Context: an optimization exercise on an open-source flow, tuned for small area. The choices shown serve that exercise and are no tape-out recipe. In this exercise RTL edits were held to simulation tests only and were not proved equivalent to the original.

==> build 36 <==
## PHASEMETER_V4
module PHASEMETER_V4#
(
    parameter AXIS_TDATA_WIDTH = 32,
    parameter integer GUESS = 340161410
)
(
    input clk,
    input rst,
    input en,
    input [AXIS_TDATA_WIDTH-1:0]        S_AXIS_SOURCE_tdata,
    input                               S_AXIS_SOURCE_tvalid,
    input [AXIS_TDATA_WIDTH-1:0]        S_AXIS_PARAM_tdata,  
    input                               S_AXIS_PARAM_tvalid,
    input [AXIS_TDATA_WIDTH-1:0]        S_AXIS_GUESS_tdata,  
    input                               S_AXIS_GUESS_tvalid,
    output wire [AXIS_TDATA_WIDTH-1:0]  M_AXIS_REF_tdata,
    output wire                         M_AXIS_REF_tvalid,
    output wire [AXIS_TDATA_WIDTH-1:0]  M_AXIS_QUAD_tdata,
    output wire                         M_AXIS_QUAD_tvalid,
    output wire [AXIS_TDATA_WIDTH-1:0]  M_AXIS_MIX_tdata,
    output wire                         M_AXIS_MIX_tvalid,
    output wire [AXIS_TDATA_WIDTH-1:0]  M_AXIS_LPF_tdata,  
    output wire                         M_AXIS_LPF_tvalid,
    output wire [AXIS_TDATA_WIDTH-1:0]  M_AXIS_PI_tdata,  
    output wire                         M_AXIS_PI_tvalid,
    output wire [AXIS_TDATA_WIDTH-1:0]  M_AXIS_PE_tdata,  
    output wire                         M_AXIS_PE_tvalid);
Settings: LEC_CHECK=0, ABC_AREA=1, CAP_MARGIN=20, CORE_MARGIN=2, CORE_UTILIZATION=65, CTS_CLUSTER_DIAMETER=60, CTS_CLUSTER_SIZE=25, PLACE_DENSITY=0.75, SLEW_MARGIN=20, SYNTH_MEMORY_MAX_BITS=32768; clock period 10.0 ns.
run.sh (not shown) runs the stock make flow with config.mk's settings and CLKGATE_MAP_FILE= SYNTH_SCRIPT=/design/flow/synth_recipe.tcl, a recipe that flattens the netlist after the stock synthesis.
==> trial 89 (differences from build 36) <==
==> flow/flow/run.sh (new file) <==
#!/bin/bash
# Standard layout (standard.sh, the standard flow's own ORFS run) with two settings given
# to ORFS through its environment:
# - port buffers are the smallest buffer, sky130_fd_sc_hd__buf_1 (every input
#   and output port still gets one);
# - clock tree synthesis clusters up to 25 sinks per leaf buffer within 60 um
#   and inserts no dummy loads.
set -euo pipefail
export BUFFER_PORTS_ARGS="-buffer_cell sky130_fd_sc_hd__buf_1"
export CTS_ARGS="-sink_clustering_enable -repair_clock_nets -dont_use_dummy_load -sink_clustering_size 25 -sink_clustering_max_diameter 60"
bash standard.sh > flow_make.log 2>&1
==> flow/standard.sh (new file) <==
#!/bin/bash
# synth_recipe.tcl (not shown) runs the flow's synth.tcl, then flattens the netlist and writes it again
# the make line also repeats each setting of config.mk as NAME=value (left out here)
make -C /OpenROAD-flow-scripts/flow DESIGN_CONFIG=/design/flow/config.mk WORK_HOME=/design/flow/orfs CLKGATE_MAP_FILE= SYNTH_SCRIPT=/design/flow/synth_recipe.tcl "${@:-finish}"
--- a/flow/config.mk
+++ b/flow/config.mk
@@ -11,4 +11,2 @@
 export CORE_UTILIZATION = 65
-export CTS_CLUSTER_DIAMETER = 60
-export CTS_CLUSTER_SIZE = 25
 export PLACE_DENSITY = 0.75
removed: flow/run.sh
==> notes.md <==
item                                                              build 36        trial 89
Max FO, Critical Path                                                   16              20
Wire length of the first global-routing pass                      150.6 mm        141.2 mm
Start point of the critical path                             refGen.SINE_S       source[3]
Layout area overhead                                                10.64%          6.365%
Total global routing track utilization                              35.68%          33.07%
Status                                                      finished clean  finished clean
Met3 routed WL                                                    7.013 mm        5.904 mm
Share of final layout cell area taken by non-clock buffers          6.355%          3.724%
Met1 track demand over resource                                     47.81%          45.63%
Hold wc startpoint                                                mixI[10]         mixI[3]
Ratio of final minimum period to clock period                       96.89%          94.78%
Highest clock frequency the design can meet                      103.2 MHz       105.5 MHz
Clock transition at the registers of the reported paths            0.08 ns         0.09 ns
Estimated wirelength of the detail-placed design                  69.50 mm        67.75 mm
Setup repair after global routing missed its margin                   true           false
Placement Setup Slack                                            0.3540 ns       0.4480 ns
Global-route met2 utilization                                       59.14%          54.73%
Worst slew slack as a fraction of its limit                         28.02%          27.22%

* * *

==> sierra <==
PHASEMETER_V4, a different RTL version from the one above (not shown whole).
==> flow/config.mk <==
export PLATFORM = sky130hd
export DESIGN_NAME = PHASEMETER_V4
export DESIGN_NICKNAME = PHASEMETER_V4
export VERILOG_FILES = /design/flow/design.v
export SDC_FILE = /design/flow/constraint.sdc
export NUM_CORES = 4
export LEC_CHECK = 0
export ABC_AREA = 1
export CAP_MARGIN = 20
export CORE_MARGIN = 2
export CORE_UTILIZATION = 65
export PLACE_DENSITY = 0.75
export SLEW_MARGIN = 20
export SYNTH_MEMORY_MAX_BITS = 32768
==> flow/constraint.sdc <==
create_clock -name core_clock -period 10.0 [get_ports {clk}]
set_input_delay 2.0000 -clock core_clock [delete_from_list [all_inputs] [get_ports {clk}]]
set_output_delay 2.0000 -clock core_clock [all_outputs]
set_load 0.01 [all_outputs]
standard.sh (not shown) runs the stock make flow with config.mk's settings and CLKGATE_MAP_FILE= SYNTH_SCRIPT=/design/flow/synth_recipe.tcl, a recipe that flattens the netlist after the stock synthesis.
==> flow/flow/run.sh <==
#!/bin/bash
# Standard layout (standard.sh, the standard flow's own ORFS run) with these settings given
# to ORFS through its environment:
# - port buffers are the smallest buffer, sky130_fd_sc_hd__buf_1 (every input
#   and output port still gets one);
# - the buffers abc put into the synthesized netlist are removed at
#   floorplan; the placer's repair_design buffers what still needs it;
# - clock tree synthesis clusters up to 25 sinks per leaf buffer within 60 um
#   and inserts no dummy loads.
set -euo pipefail
export BUFFER_PORTS_ARGS="-buffer_cell sky130_fd_sc_hd__buf_1"
export REMOVE_ABC_BUFFERS=1
export CTS_ARGS="-sink_clustering_enable -repair_clock_nets -dont_use_dummy_load -sink_clustering_size 25 -sink_clustering_max_diameter 60"
bash standard.sh > flow_make.log 2>&1
==> harbor: changes against sierra <==
--- a/flow/design.v
+++ b/flow/design.v
@@ -1456,37 +1456,35 @@
     input rst,
     input [4:0] cnt,
     input [31:0] PARAM,
     input [10:0] PV,
     output [31:0] action);
 reg [7:0] kp;
 reg [7:0] ki;
-reg [4:0] kg;               
-reg kgz;                    
+reg [6:0] kg;
 reg ksign;
 always @ (posedge clk) begin
     if(rst) begin
         kp <= PARAM[7:0];
         ki <= PARAM[15:8];
-        kg <= PARAM[20:16];
-        kgz <= |PARAM[22:21];
+        kg <= PARAM[22:16];
         ksign <= PARAM[23];
     end
 end
 reg [10:0] pvReg;
 reg [10:0] pend;
 reg [30:0] SH;
 reg carry, seen;
 reg [31:0] actionReg;
 assign action = actionReg;
 wire [11:0] error;
 RCA_V4 #(.W(12)) negE (.A(~{pvReg[10], pvReg}), .B(12'd0), .CI(1'b1), .S(error), .CO());
 wire [7:0] j;
-RCA_V4 #(.W(8)) subG (.A({3'b0, cnt}), .B(~{3'b0, kg}), .CI(1'b1), .S(j), .CO());
-wire cge = ~j[7] & ~kgz;              
+RCA_V4 #(.W(8)) subG (.A({3'b0, cnt}), .B(~{1'b0, kg}), .CI(1'b1), .S(j), .CO());
+wire cge = ~j[7];                     
 wire [8:0] de, di;
 RCA_V4 #(.W(9)) subE (.A({4'b0, j[4:0]}), .B(~{kp[7], kp}), .CI(1'b1), .S(de), .CO());
 RCA_V4 #(.W(9)) subI (.A({j[7], j}), .B(~{ki[7], ki}), .CI(1'b1), .S(di), .CO());    
 wire [3:0] deIdx = ((|de[7:4]) | (de[3] & de[2])) ? 4'd11 : de[3:0];
 wire abit = cge & ~de[8] & error[deIdx];
 wire bbit = cge & ~di[8] & ibit;
 wire first = (cnt == 5'd0);
@@ -1622,22 +1620,23 @@
     NCO_V4 refGen (.clk(clk), .rst(rst), .FREQ_WORD(phase_word), .SINE_WAVE(NCO_sine),
         .SIN_MAG(sin_mag), .SIN_NEG(sin_neg), .COS_MAG(cos_mag), .COS_NEG(cos_neg));
     reg [13:0] source;
     wire [12:0] prodI, prodQ;
     MIXER_V4 mixers (.A(source), .T1(sin_mag), .S1(sin_neg), .T2(cos_mag), .S2(cos_neg),
         .P1(prodI), .P2(prodQ));
     reg [12:0] mixI, mixOut, mixQ;
-    always @ (posedge clk) source <= S_AXIS_SOURCE_tdata[13:0];
     always @ (posedge clk or posedge rst) begin
         if(rst) begin
+            source <= 0;
             mixI <= 0;
             mixOut <= 0;
             mixQ <= 0;
         end
         else begin
+            source <= S_AXIS_SOURCE_tdata[13:0];
             mixI <= prodI;
             mixOut <= mixI;
             mixQ <= prodQ;
         end
     end
     wire [10:0] lpfOut, lpfQuadOut;
     CIC_V4 LPF (.clk(clk), .rst(rst), .cnt(cnt), .x(cnt[0] ? mixQ : mixOut),
==> flow/run.sh (new file) <==
#!/bin/bash
# synth_recipe.tcl (not shown) runs the flow's synth.tcl, then flattens the netlist and writes it again
# the make line also repeats each setting of config.mk as NAME=value (left out here)
make -C /OpenROAD-flow-scripts/flow DESIGN_CONFIG=/design/flow/config.mk WORK_HOME=/design/flow/orfs CLKGATE_MAP_FILE= SYNTH_SCRIPT=/design/flow/synth_recipe.tcl finish
CORE_UTILIZATION = 45   (was 65)
PLACE_DENSITY = not set   (was 0.75)
removed: flow/flow/run.sh
removed: flow/standard.sh
==> nickel: changes against sierra <==
==> flow/flow/run.sh (replaced) <==
#!/bin/bash
# Standard layout (standard.sh, the standard flow's own ORFS run) with these settings given
# to ORFS through its environment:
# - port buffers are the smallest buffer, sky130_fd_sc_hd__buf_1 (every input
#   and output port still gets one);
# - the buffers abc put into the synthesized netlist are removed at
#   floorplan; the placer's repair_design buffers what still needs it;
# - after global routing, gates on the less critical half of the paths with
#   positive slack are downsized (ORFS RECOVER_POWER);
# - clock tree synthesis clusters up to 25 sinks per leaf buffer within 60 um
#   and inserts no dummy loads.
set -euo pipefail
export BUFFER_PORTS_ARGS="-buffer_cell sky130_fd_sc_hd__buf_1"
export REMOVE_ABC_BUFFERS=1
export RECOVER_POWER=50
export CTS_ARGS="-sink_clustering_enable -repair_clock_nets -dont_use_dummy_load -sink_clustering_size 25 -sink_clustering_max_diameter 60"
bash standard.sh > flow_make.log 2>&1
==> notes <==
In nickel the maximum frequency is lower than in harbor, by 2.0%.
Final cell count is the same in nickel and sierra.
sierra produced a clean layout. nickel finished with capacitance limit, slew limit left. harbor finished with timing, DRC and antenna clean.
Of sierra and harbor, sierra has the higher clock skew (gap 43 ps).
Non-clock buffer count: sierra is lower than harbor (20).
Of harbor and nickel, harbor has the higher register-to-register slack (gap 190 ps).
Against nickel, the first-iteration DRC count of harbor is smaller by about 21%.
Via count, highest first: sierra, nickel, harbor.
==> figures <==
Status: sierra no timing/DRC/antenna violations; nickel complete, but fails checks; harbor no timing/DRC/antenna violations
Reasons for failing layout checks: sierra -; nickel capacitance limit, slew limit; harbor -
Slew Viols, Final: sierra 0; nickel 252; harbor 0
Latest clock arrival within the worst-skew pair: sierra 560 ps; nickel 560 ps; harbor 620 ps
Setup slack of the most critical reg-to-reg path: sierra 410 ps; nickel 420 ps; harbor 610 ps
Pre-antenna DRT Iters: sierra 7; nickel 7; harbor 6
Num rows: sierra 85; nickel 85; harbor 102
Highest-delay cell along the critical path: sierra sky130_fd_sc_hd__fa_1; nickel sky130_fd_sc_hd__fa_1; harbor sky130_fd_sc_hd__dfrtp_1
Largest fanout of any net on the critical path: sierra 24; nickel 24; harbor 15
Multi-input gates: sierra 2,349; nickel 2,349; harbor 2,357
Design area: sierra 37,200 sq um; nickel 37,200 sq um; harbor 39,900 sq um
Number of max-cap violations: sierra 0; nickel 4; harbor 0
Area fraction of clock buffers and clock inverters: sierra 0.0249; nickel 0.0249; harbor 0.0490
Clk slew on worst S/H paths: sierra 80 ps; nickel 70 ps; harbor 70 ps
Initial detailed-routing violation count: sierra 2,493; nickel 2,468; harbor 1,940
Shortest period the worst path allows: sierra 9590 ps; nickel 9580 ps; harbor 9390 ps
Synth Area in Simple Gates: sierra 0.103; nickel 0.103; harbor 0.100

## static timing again, ports no longer ideal
How much do the figures lean on ideal ports? The routed layouts below were timed once more, with nothing changed but the port constraints.
Step 1 sets driving cells, clkbuf_16 on the clock port and buf_2 on the other inputs (assumed; they add their load-dependent delay and slew).
Step 2, shift: input delay + t, output delay - t, t = (earliest + latest rising clock arrival at the registers) / 2. This alone moves slack from input paths to output paths.
Three values: ideal ports, drivers, drivers and shift; two values: the first two.
run | shift t [ns] | setup WS [ns] | hold WS [ns] | cell pins on the clock port's net
build 36 | 0.625 | 0.311 / 0.311 / 0.311 | 0.332 / 0.332 / 0.332 | 1
trial 89 | 0.584 | 0.522 / 0.522 / 0.522 | 0.320 / 0.320 / 0.320 | 1
sierra | 0.588 | 0.412 / 0.412 / 0.412 | 0.303 / 0.303 / 0.303 | 1
harbor | 0.668 | 0.611 / 0.611 / 0.611 | 0.339 / 0.339 / 0.339 | 1
nickel | 0.589 | 0.424 / 0.424 / 0.424 | 0.304 / 0.304 / 0.304 | 1
